This is an optimization exercise on Yosys and OpenROAD, whose aim is small area, not a production implementation. RTL that was checked went through simulation tests only; none was proved equivalent to the original. Power figures rest on the tool's default switching activity, not on a simulated workload.

Design quad_spi_top, start of the top module:
module quad_spi_top (
  hclk_i, hresetn_i, hsel_i, haddr_i, htrans_i, hwrite_i, hsize_i, hburst_i,
  hwdata_i, hrdata_o, hready_o, hresp_o,
  tx_fifo_space, rx_fifo_fill,
  qspi_clk_o, qspi_d_i, qspi_d_o, qspi_d_oe, qspi_cs_n_o
);
For scale: roughly 2100 cells after synthesis, roughly 600 flip-flops, roughly 130 I/O pins, roughly 0.027 sq mm of cells after synthesis.
clock: 10.0 ns
lec_check: 0
cap_margin: 20
core_margin: 2
core_utilization: 60
cts_buf_list: sky130_fd_sc_hd__clkbuf_16
cts_cluster_diameter: 100
cts_cluster_size: 28
slew_margin: 20
standard.sh (not shown) runs the stock make flow with config.mk's settings and CLKGATE_MAP_FILE= SYNTH_SCRIPT=/design/flow/synth_recipe.tcl, a recipe that flattens the netlist after the stock synthesis.
==> flow/flow/run.sh <==
#!/bin/bash
# The standard layout (the standard.sh: standard synthesis, floorplan,
# placement, CTS, routing), with the smallest buffer as the port buffer cell.
# Every input and output port still gets its own buffer.
set -euo pipefail
export BUFFER_PORTS_ARGS="-buffer_cell sky130_fd_sc_hd__buf_1"
bash standard.sh > standard.log 2>&1
Then changed:
--- a/flow/design.v
+++ b/flow/design.v
@@ -426,14 +426,15 @@
     eo_instr <= 1'b0;
     addr_t   <= 8'h0;
     addr_l   <= 24'h0;
     eo_addr  <= 1'b0;
     eo_wr    <= 1'b0;
     eo_rd    <= 1'b0;
     tx_rd_n  <= 1'b1;
+    rx_d     <= 8'h00;
   end
   else if (rise) begin
     case (nst)
       IDLE: begin
         phase    <= 3'd0;
         cs_n_r   <= 1'b1;
         eo_instr <= 1'b0;
@@ -511,14 +512,20 @@
           else begin
             phase <= ph_dat;
             eo_rd <= 1'b0;
           end
         end
         else
           phase <= phase - 1'b1;
+        case (dmode)
+          2'b01: rx_d <= {rx_d[6:0], qspi_d_i[1]};
+          2'b10: rx_d <= {rx_d[5:0], qspi_d_i[1:0]};
+          2'b11: rx_d <= {rx_d[3:0], qspi_d_i[3:0]};
+          default: ;
+        endcase
       end
       default: ;
     endcase
   end
 end
 always @(posedge clk) begin
   if (rise) begin
@@ -536,18 +543,14 @@
       WR_DA, RD_DA:
         if (ph0 && !tz)
           tcnt <= tcnt - 1'b1;
       default: ;
     endcase
   end
 end
-always @(posedge clk) begin
-  if (rise && nst == RD_DA)
-    rx_d <= {rx_d[6:0], qspi_d_i[1]};
-end
 reg [7:0] obyte;
 reg [1:0] omode;
 reg [3:0] obits;
 always @(*) begin
   case (nst)
     INSTR:   begin obyte = instr;  omode = imode;  end
     ADDR:    begin obyte = addr_t; omode = admode; end
Outcome:
- The new run finished with timing, DRC and antenna clean
- synthesized area came out higher by about 1.5%
- final area went up by 1.4%
- clock power is about the same
- sequential share of layout area shrinks by 0.96 points
- clock-buffer cell count is unchanged
- die area rose by 1.5%

--- another note on this design; it stands on its own ---

## quad_spi_top
module quad_spi_top (
  hclk_i, hresetn_i, hsel_i, haddr_i, htrans_i, hwrite_i, hsize_i, hburst_i,
  hwdata_i, hrdata_o, hready_o, hresp_o,
  tx_fifo_space, rx_fifo_fill,
  qspi_clk_o, qspi_d_i, qspi_d_o, qspi_d_oe, qspi_cs_n_o
);
For scale: ~2,200 cells after synthesis, about 600 flip-flops, about 130 I/O pins, roughly 27,000 um^2 of cells after synthesis.
clock: 10.0 ns
lec_check: 0
cap_margin: 20
core_margin: 2
core_utilization: 60
cts_buf_list: sky130_fd_sc_hd__clkbuf_16
cts_cluster_diameter: 100
cts_cluster_size: 30
slew_margin: 20
run.sh (not shown) runs the stock make flow with config.mk's settings and CLKGATE_MAP_FILE= SYNTH_SCRIPT=/design/flow/synth_recipe.tcl, a recipe that flattens the netlist after the stock synthesis.
The baseline finished clean.
Edit:
Settings changed: CORE_UTILIZATION 60 to 75, CTS_CLUSTER_SIZE 30 to 24.
Effect: The new run completed without violations. Power goes up by 3.2%. Non-clock buffer count came out lower by 2. Final area hardly moves. Worst setup slack degrades by 0.021 ns. Utilization goes up by 17 points.
No functional check of the RTL was part of any run of this note.

========
the reference run:
Starting RTL as in the previous note.
## quad_spi_top
module quad_spi_top (
  hclk_i, hresetn_i, hsel_i, haddr_i, htrans_i, hwrite_i, hsize_i, hburst_i,
  hwdata_i, hrdata_o, hready_o, hresp_o,
  tx_fifo_space, rx_fifo_fill,
  qspi_clk_o, qspi_d_i, qspi_d_o, qspi_d_oe, qspi_cs_n_o
);
export LEC_CHECK = 0
export CAP_MARGIN = 20
export CORE_MARGIN = 2
export CORE_UTILIZATION = 60
export CTS_BUF_LIST = sky130_fd_sc_hd__clkbuf_8
export CTS_CLUSTER_DIAMETER = 60
export CTS_CLUSTER_SIZE = 16
export SLEW_MARGIN = 20
create_clock -name core_clock -period 10.0 [get_ports {hclk_i}]
[inputs] the trial run vs the reference run
Settings: CTS_CLUSTER_DIAMETER now 100, was 60; CTS_BUF_LIST now sky130_fd_sc_hd__clkbuf_16, was sky130_fd_sc_hd__clkbuf_8; CTS_CLUSTER_SIZE now 30, was 16.
==> flow/flow/run.sh (new file) <==
#!/bin/bash
# The standard layout (the standard.sh: standard synthesis, floorplan,
# placement, CTS, routing), with the smallest buffer as the port buffer cell.
# Every input and output port still gets its own buffer.
set -euo pipefail
export BUFFER_PORTS_ARGS="-buffer_cell sky130_fd_sc_hd__buf_1"
bash standard.sh > standard.log 2>&1
==> flow/standard.sh (new file) <==
#!/bin/bash
# synth_recipe.tcl (not shown) runs the flow's synth.tcl, then flattens the netlist and writes it again
# the make line also repeats each setting of config.mk as NAME=value (left out here)
make -C /OpenROAD-flow-scripts/flow DESIGN_CONFIG=/design/flow/config.mk WORK_HOME=/design/flow/orfs CLKGATE_MAP_FILE= SYNTH_SCRIPT=/design/flow/synth_recipe.tcl "${@:-finish}"
removed: flow/run.sh
[summary]
Taking the reference run as the reference, in the trial run combinational-cell power consumption -9.1%, non-clock buffer count in the final layout picked up an extra 0.72%.
The trial run vs the reference run — wire length after detailed routing dropped slightly
For the remaining max-slew budget at the tightest pin, the trial run came in 3.5 points lower than the reference run did.
The flow did not stop early for the trial run: all stages ran, and the layout cleared the timing, design-rule and antenna checks.
No run of this note included a check of the RTL's function; only the layout flow was run.

-- separate check: timing with driven ports --
The flow's constraints put no driver on any port. The routed layouts listed below were extracted and timed again, unchanged, in two steps. Step 1: set_driving_cell puts a clkbuf_16 on hclk_i and a buf_2 on each other input, an assumption about the parent block. Step 2, shift: input delay + t, output delay - t, t = (earliest + latest rising clock arrival at the registers) / 2. This alone moves slack from input paths to output paths. a / b / c = no drivers / after step 1 / after step 2; a / b = the first two.
| run | t (ns) | setup slack, ns | worst setup path at the end | clock arrival spread, ns | worst data-port slew with drivers (ns) |
|---|---|---|---|---|---|
| the first run of note 1 | 0.643 | 4.294 / 4.274 / 4.274 | input to output | 0.024 / 0.023 | 0.05 |
| the second run of note 1 | 0.651 | 4.295 / 4.275 / 4.275 | input to output | 0.021 / 0.021 | 0.06 |
| the first run of note 2 | 0.637 | 3.913 / 3.891 / 3.891 | input to output | 0.027 / 0.027 | 0.07 |
| the second run of note 2 | 0.659 | 3.892 / 3.871 / 3.871 | input to output | 0.033 / 0.032 | 0.05 |
| the reference run | 0.718 | 3.860 / 3.804 / 3.884 | input to output | 0.037 / 0.036 | 0.06 |
| the trial run | 0.633 | 4.441 / 4.381 / 4.622 | input to output | 0.022 / 0.023 | 0.06 |
After both steps every run listed still meets setup and hold. The setup slack of the first run of note 2, which loses most, moves by -0.022 ns with the drivers and by -0.022 ns with both steps.
